This design comes from an exercise in tuning for small area on the open sky130 flow, not from production work.
The RTL was checked by simulation tests, not by an equivalence proof against the original design.
Power and IR drop assume default switching activity.

==> inputs of v9 <==
==> flow/design.v <==
module pipelined_alu_3stage(
input clk,
input reset,
input [15:0] A,
input [15:0] B,
input [3:0] opcode,
output reg [15:0] result,
output reg zero,
output reg carry,
output reg sign,
output reg overflow
);
reg [15:0] A_reg,B_reg;
reg [3:0] opcode_reg;
reg [16:0] temp_reg;
reg [15:0] result_stage2;
reg carry_stage2;
reg overflow_stage2;
always @(posedge clk or posedge reset) begin
if(reset) begin
A_reg<=0;
B_reg<=0;
opcode_reg<=0;
end else begin
A_reg<=A;
B_reg<=B;
opcode_reg<=opcode;
end
end
always @(posedge clk or posedge reset) begin
if(reset) begin
result_stage2<=0;
carry_stage2<=0;
overflow_stage2<=0;
temp_reg<=0;
end else begin
case(opcode_reg)
4'b0000: begin
temp_reg=A_reg+B_reg;
result_stage2<=temp_reg[15:0];
carry_stage2<=temp_reg[16];
overflow_stage2<=temp_reg[15]^temp_reg[16];
end
4'b0001: begin
temp_reg=A_reg-B_reg;
result_stage2<=temp_reg[15:0];
carry_stage2<=temp_reg[16];
overflow_stage2<=temp_reg[15]^temp_reg[16];
end
4'b0010: result_stage2<=A_reg&B_reg;
4'b0011: result_stage2<=A_reg|B_reg;
4'b0100: result_stage2<=A_reg^B_reg;
default: result_stage2<=0;
endcase
end
end
always @(posedge clk or posedge reset) begin
if(reset) begin
result<=0;
zero<=0;
carry<=0;
sign<=0;
overflow<=0;
end else begin
result<=result_stage2;
carry<=carry_stage2;
overflow<=overflow_stage2;
zero<=(result_stage2==0);
sign<=result_stage2[15];
end
end
endmodule
==> flow/run.sh <==
#!/bin/bash
# synth_recipe.tcl (not shown) runs the flow's synth.tcl, then flattens the netlist and writes it again
# the make line also repeats each setting of config.mk as NAME=value (left out here)
make -C /OpenROAD-flow-scripts/flow DESIGN_CONFIG=/design/flow/config.mk WORK_HOME=/design/flow/orfs CLKGATE_MAP_FILE= SYNTH_SCRIPT=/design/flow/synth_recipe.tcl finish
==> flow/config.mk <==
export PLATFORM = sky130hd
export DESIGN_NAME = pipelined_alu_3stage
export DESIGN_NICKNAME = pipelined_alu_3stage
export VERILOG_FILES = /design/flow/design.v
export SDC_FILE = /design/flow/constraint.sdc
export NUM_CORES = 4
export LEC_CHECK = 0
export CAP_MARGIN = 20
export CORE_MARGIN = 2
export CORE_UTILIZATION = 40
export SLEW_MARGIN = 20
==> flow/constraint.sdc <==
create_clock -name core_clock -period 4.0 [get_ports {clk}]
set_input_delay 0.8000 -clock core_clock [delete_from_list [all_inputs] [get_ports {clk}]]
set_output_delay 0.8000 -clock core_clock [all_outputs]
set_load 0.01 [all_outputs]
==> v37: changes against v9 <==
==> flow/design.v (replaced) <==
module pipelined_alu_3stage(
input clk,
input reset,
input [15:0] A,
input [15:0] B,
input [3:0] opcode,
output reg [15:0] result,
output reg zero,
output reg carry,
output sign,
output reg overflow
);
wire hi0   = (opcode[3:1] == 3'b000);
wire arith = hi0;
wire sub   = hi0 & opcode[0];
wire op_and = (opcode == 4'd2);
wire op_or  = (opcode == 4'd3);
wire op_xor = (opcode == 4'd4);
wire sel_p = arith | op_or | op_xor;
wire sel_g = op_and | op_or;
wire [15:0] bx = B ^ {16{sub}};
wire [15:0] p = A ^ bx;
wire [15:0] g = A & bx;
wire [16:0] c;
assign c[0] = sub;
genvar i;
generate
  for (i = 0; i < 16; i = i + 1) begin : rc
    assign c[i+1] = g[i] | (p[i] & c[i]);
  end
endgenerate
wire [15:0] s = p ^ (c[15:0] & {16{arith}});
wire [15:0] res_c = ({16{sel_p}} & s) | ({16{sel_g}} & g);
wire t16 = c[16] ^ sub;
reg [15:0] res1, res2;
reg c1, v1, c2, v2;
always @(posedge clk or posedge reset) begin
  if (reset) begin
    res1 <= 0; c1 <= 0; v1 <= 0;
    res2 <= 0; c2 <= 0; v2 <= 0;
    result <= 0; zero <= 0; carry <= 0; overflow <= 0;
  end else begin
    res1 <= res_c;
    if (arith) begin
      c1 <= t16;
      v1 <= s[15] ^ t16;
    end
    res2 <= res1; c2 <= c1; v2 <= v1;
    result <= res2;
    zero <= (res2 == 16'd0);
    carry <= c2;
    overflow <= v2;
  end
end
assign sign = result[15];
endmodule
==> v5: changes against v9 <==
==> flow/design.v (replaced) <==
module pipelined_alu_3stage(
input clk,
input reset,
input [15:0] A,
input [15:0] B,
input [3:0] opcode,
output reg [15:0] result,
output reg zero,
output reg carry,
output sign,
output reg overflow
);
wire hi0   = (opcode[3:1] == 3'b000);
wire arith = hi0;
wire sub   = hi0 & opcode[0];
wire op_and = (opcode == 4'd2);
wire op_or  = (opcode == 4'd3);
wire op_xor = (opcode == 4'd4);
wire sel_p = arith | op_or | op_xor;
wire sel_g = op_and | op_or;
wire [15:0] bx = B ^ {16{sub}};
wire [15:0] p = A ^ bx;
wire [15:0] g = A & bx;
wire [16:0] c;
assign c[0] = sub;
genvar i;
generate
  for (i = 0; i < 16; i = i + 1) begin : rc
    assign c[i+1] = g[i] | (p[i] & c[i]);
  end
endgenerate
wire [15:0] s = p ^ (c[15:0] & {16{arith}});
wire [15:0] res_c = ({16{sel_p}} & s) | ({16{sel_g}} & g);
wire t16 = c[16] ^ sub;
reg [15:0] res1, res2;
reg c1, v1, c2, v2;
always @(posedge clk or posedge reset) begin
  if (reset) begin
    res1 <= 0; c1 <= 0; v1 <= 0;
    res2 <= 0; c2 <= 0; v2 <= 0;
    result <= 0; zero <= 0; carry <= 0; overflow <= 0;
  end else begin
    res1 <= res_c;
    if (arith) begin
      c1 <= t16;
      v1 <= s[15] ^ t16;
    end
    res2 <= res1; c2 <= c1; v2 <= v1;
    result <= res2;
    zero <= (res2 == 16'd0);
    carry <= c2;
    overflow <= v2;
  end
end
assign sign = result[15];
endmodule
==> flow/flow/run.sh (new file) <==
#!/bin/bash
# Standard ORFS layout with: area-oriented abc mapping under a delay target,
# no full-adder extraction, small port buffers, small clock buffers and no
# dummy clock loads.
here=$(pwd)
export FLOW_SYNTH_TCL=$here/synth_recipe.tcl
bash standard.sh \
  "SYNTH_SCRIPT=$here/flow/my_abc_synth.tcl" \
  "ABC_SCRIPT_FILE=$here/flow/map.abc" \
  "ADDER_MAP_FILE=" \
  "BUFFER_PORTS_ARGS=-buffer_cell sky130_fd_sc_hd__buf_1" \
  "CTS_ARGS=-sink_clustering_enable -repair_clock_nets -dont_use_dummy_load -sink_clustering_size 64 -sink_clustering_max_diameter 300 -buf_list sky130_fd_sc_hd__clkbuf_8 sky130_fd_sc_hd__clkbuf_16" \
  finish > standard.log 2>&1
==> flow/flow/my_abc_synth.tcl (new file) <==
# The standard flow's synthesis script, with abc given the mapping script in ABC_SCRIPT_FILE
proc abc {args} {
  set i [lsearch $args -script]
  if {$i >= 0 && [info exists ::env(ABC_SCRIPT_FILE)] && $::env(ABC_SCRIPT_FILE) ne ""} {
    lset args [expr {$i + 1}] $::env(ABC_SCRIPT_FILE)
  }
  yosys abc {*}$args
}
source $::env(FLOW_SYNTH_TCL)
==> flow/flow/map.abc (new file) <==
strash
dch -f
map -D 2500
topo
upsize -D 2500
dnsize -D 2500
stime -c
==> flow/standard.sh (new file) <==
#!/bin/bash
# synth_recipe.tcl (not shown) runs the flow's synth.tcl, then flattens the netlist and writes it again
# the make line also repeats each setting of config.mk as NAME=value (left out here)
make -C /OpenROAD-flow-scripts/flow DESIGN_CONFIG=/design/flow/config.mk WORK_HOME=/design/flow/orfs CLKGATE_MAP_FILE= SYNTH_SCRIPT=/design/flow/synth_recipe.tcl "${@:-finish}"
removed: flow/run.sh
==> notes <==
- Against v37, the via count of v9 is larger by 86%.
- Against v9, the sequential power of v37 is lower by 23%.
- Between v9 and v37, the lower global-route usage is in v37 (gap 4.1 points).
- Between v9 and v37, the lower final area is in v37 (gap about 50%, measured against v37).
- Between v9 and v37, the lower critical path depth is in v9 (gap 2).
- Fmax: v37 is smaller than v9 (about 14%).
- v5 ended with an error in 4_1_cts. v9 ran to the end with no violations. v37 finished clean.
- Utilization: v37 is higher than v9 (6.2 points).

## afterwards: timing with drivers on the ports
In the flow no input, the clock included, has a driving cell. The finished layouts below were timed again as built, in two steps.
Step 1: set_driving_cell puts a clkbuf_16 on clk and a buf_2 on each other input, an assumption about the parent block.
Step 2 adds t to the input delays and takes it off the output delays; t is the mean of the earliest and latest rising clock arrival at the registers after step 1. Input paths then give back, and output paths get back, about the clock's delay inside the block.
Slacks: no drivers / after step 1 / after step 2; pairs: no drivers / after step 1.
| run | shift t [ns] | setup slack, ns | worst setup path at the end | clock arrival spread, ns | slew at the worst register clock pin (ns) |
|---|---|---|---|---|---|
| v9 | 0.375 | 0.869 / 0.869 / 0.869 | register to register | 0.014 / 0.014 | 0.08 / 0.08 |
| v37 | 0.321 | 0.350 / 0.349 / 0.028 | input to register | 0.006 / 0.006 | 0.09 / 0.09 |
After both steps every run listed still meets setup and hold. For v37, which loses most, drivers alone change the setup slack by -0.001 ns; drivers and shift together by -0.322 ns.
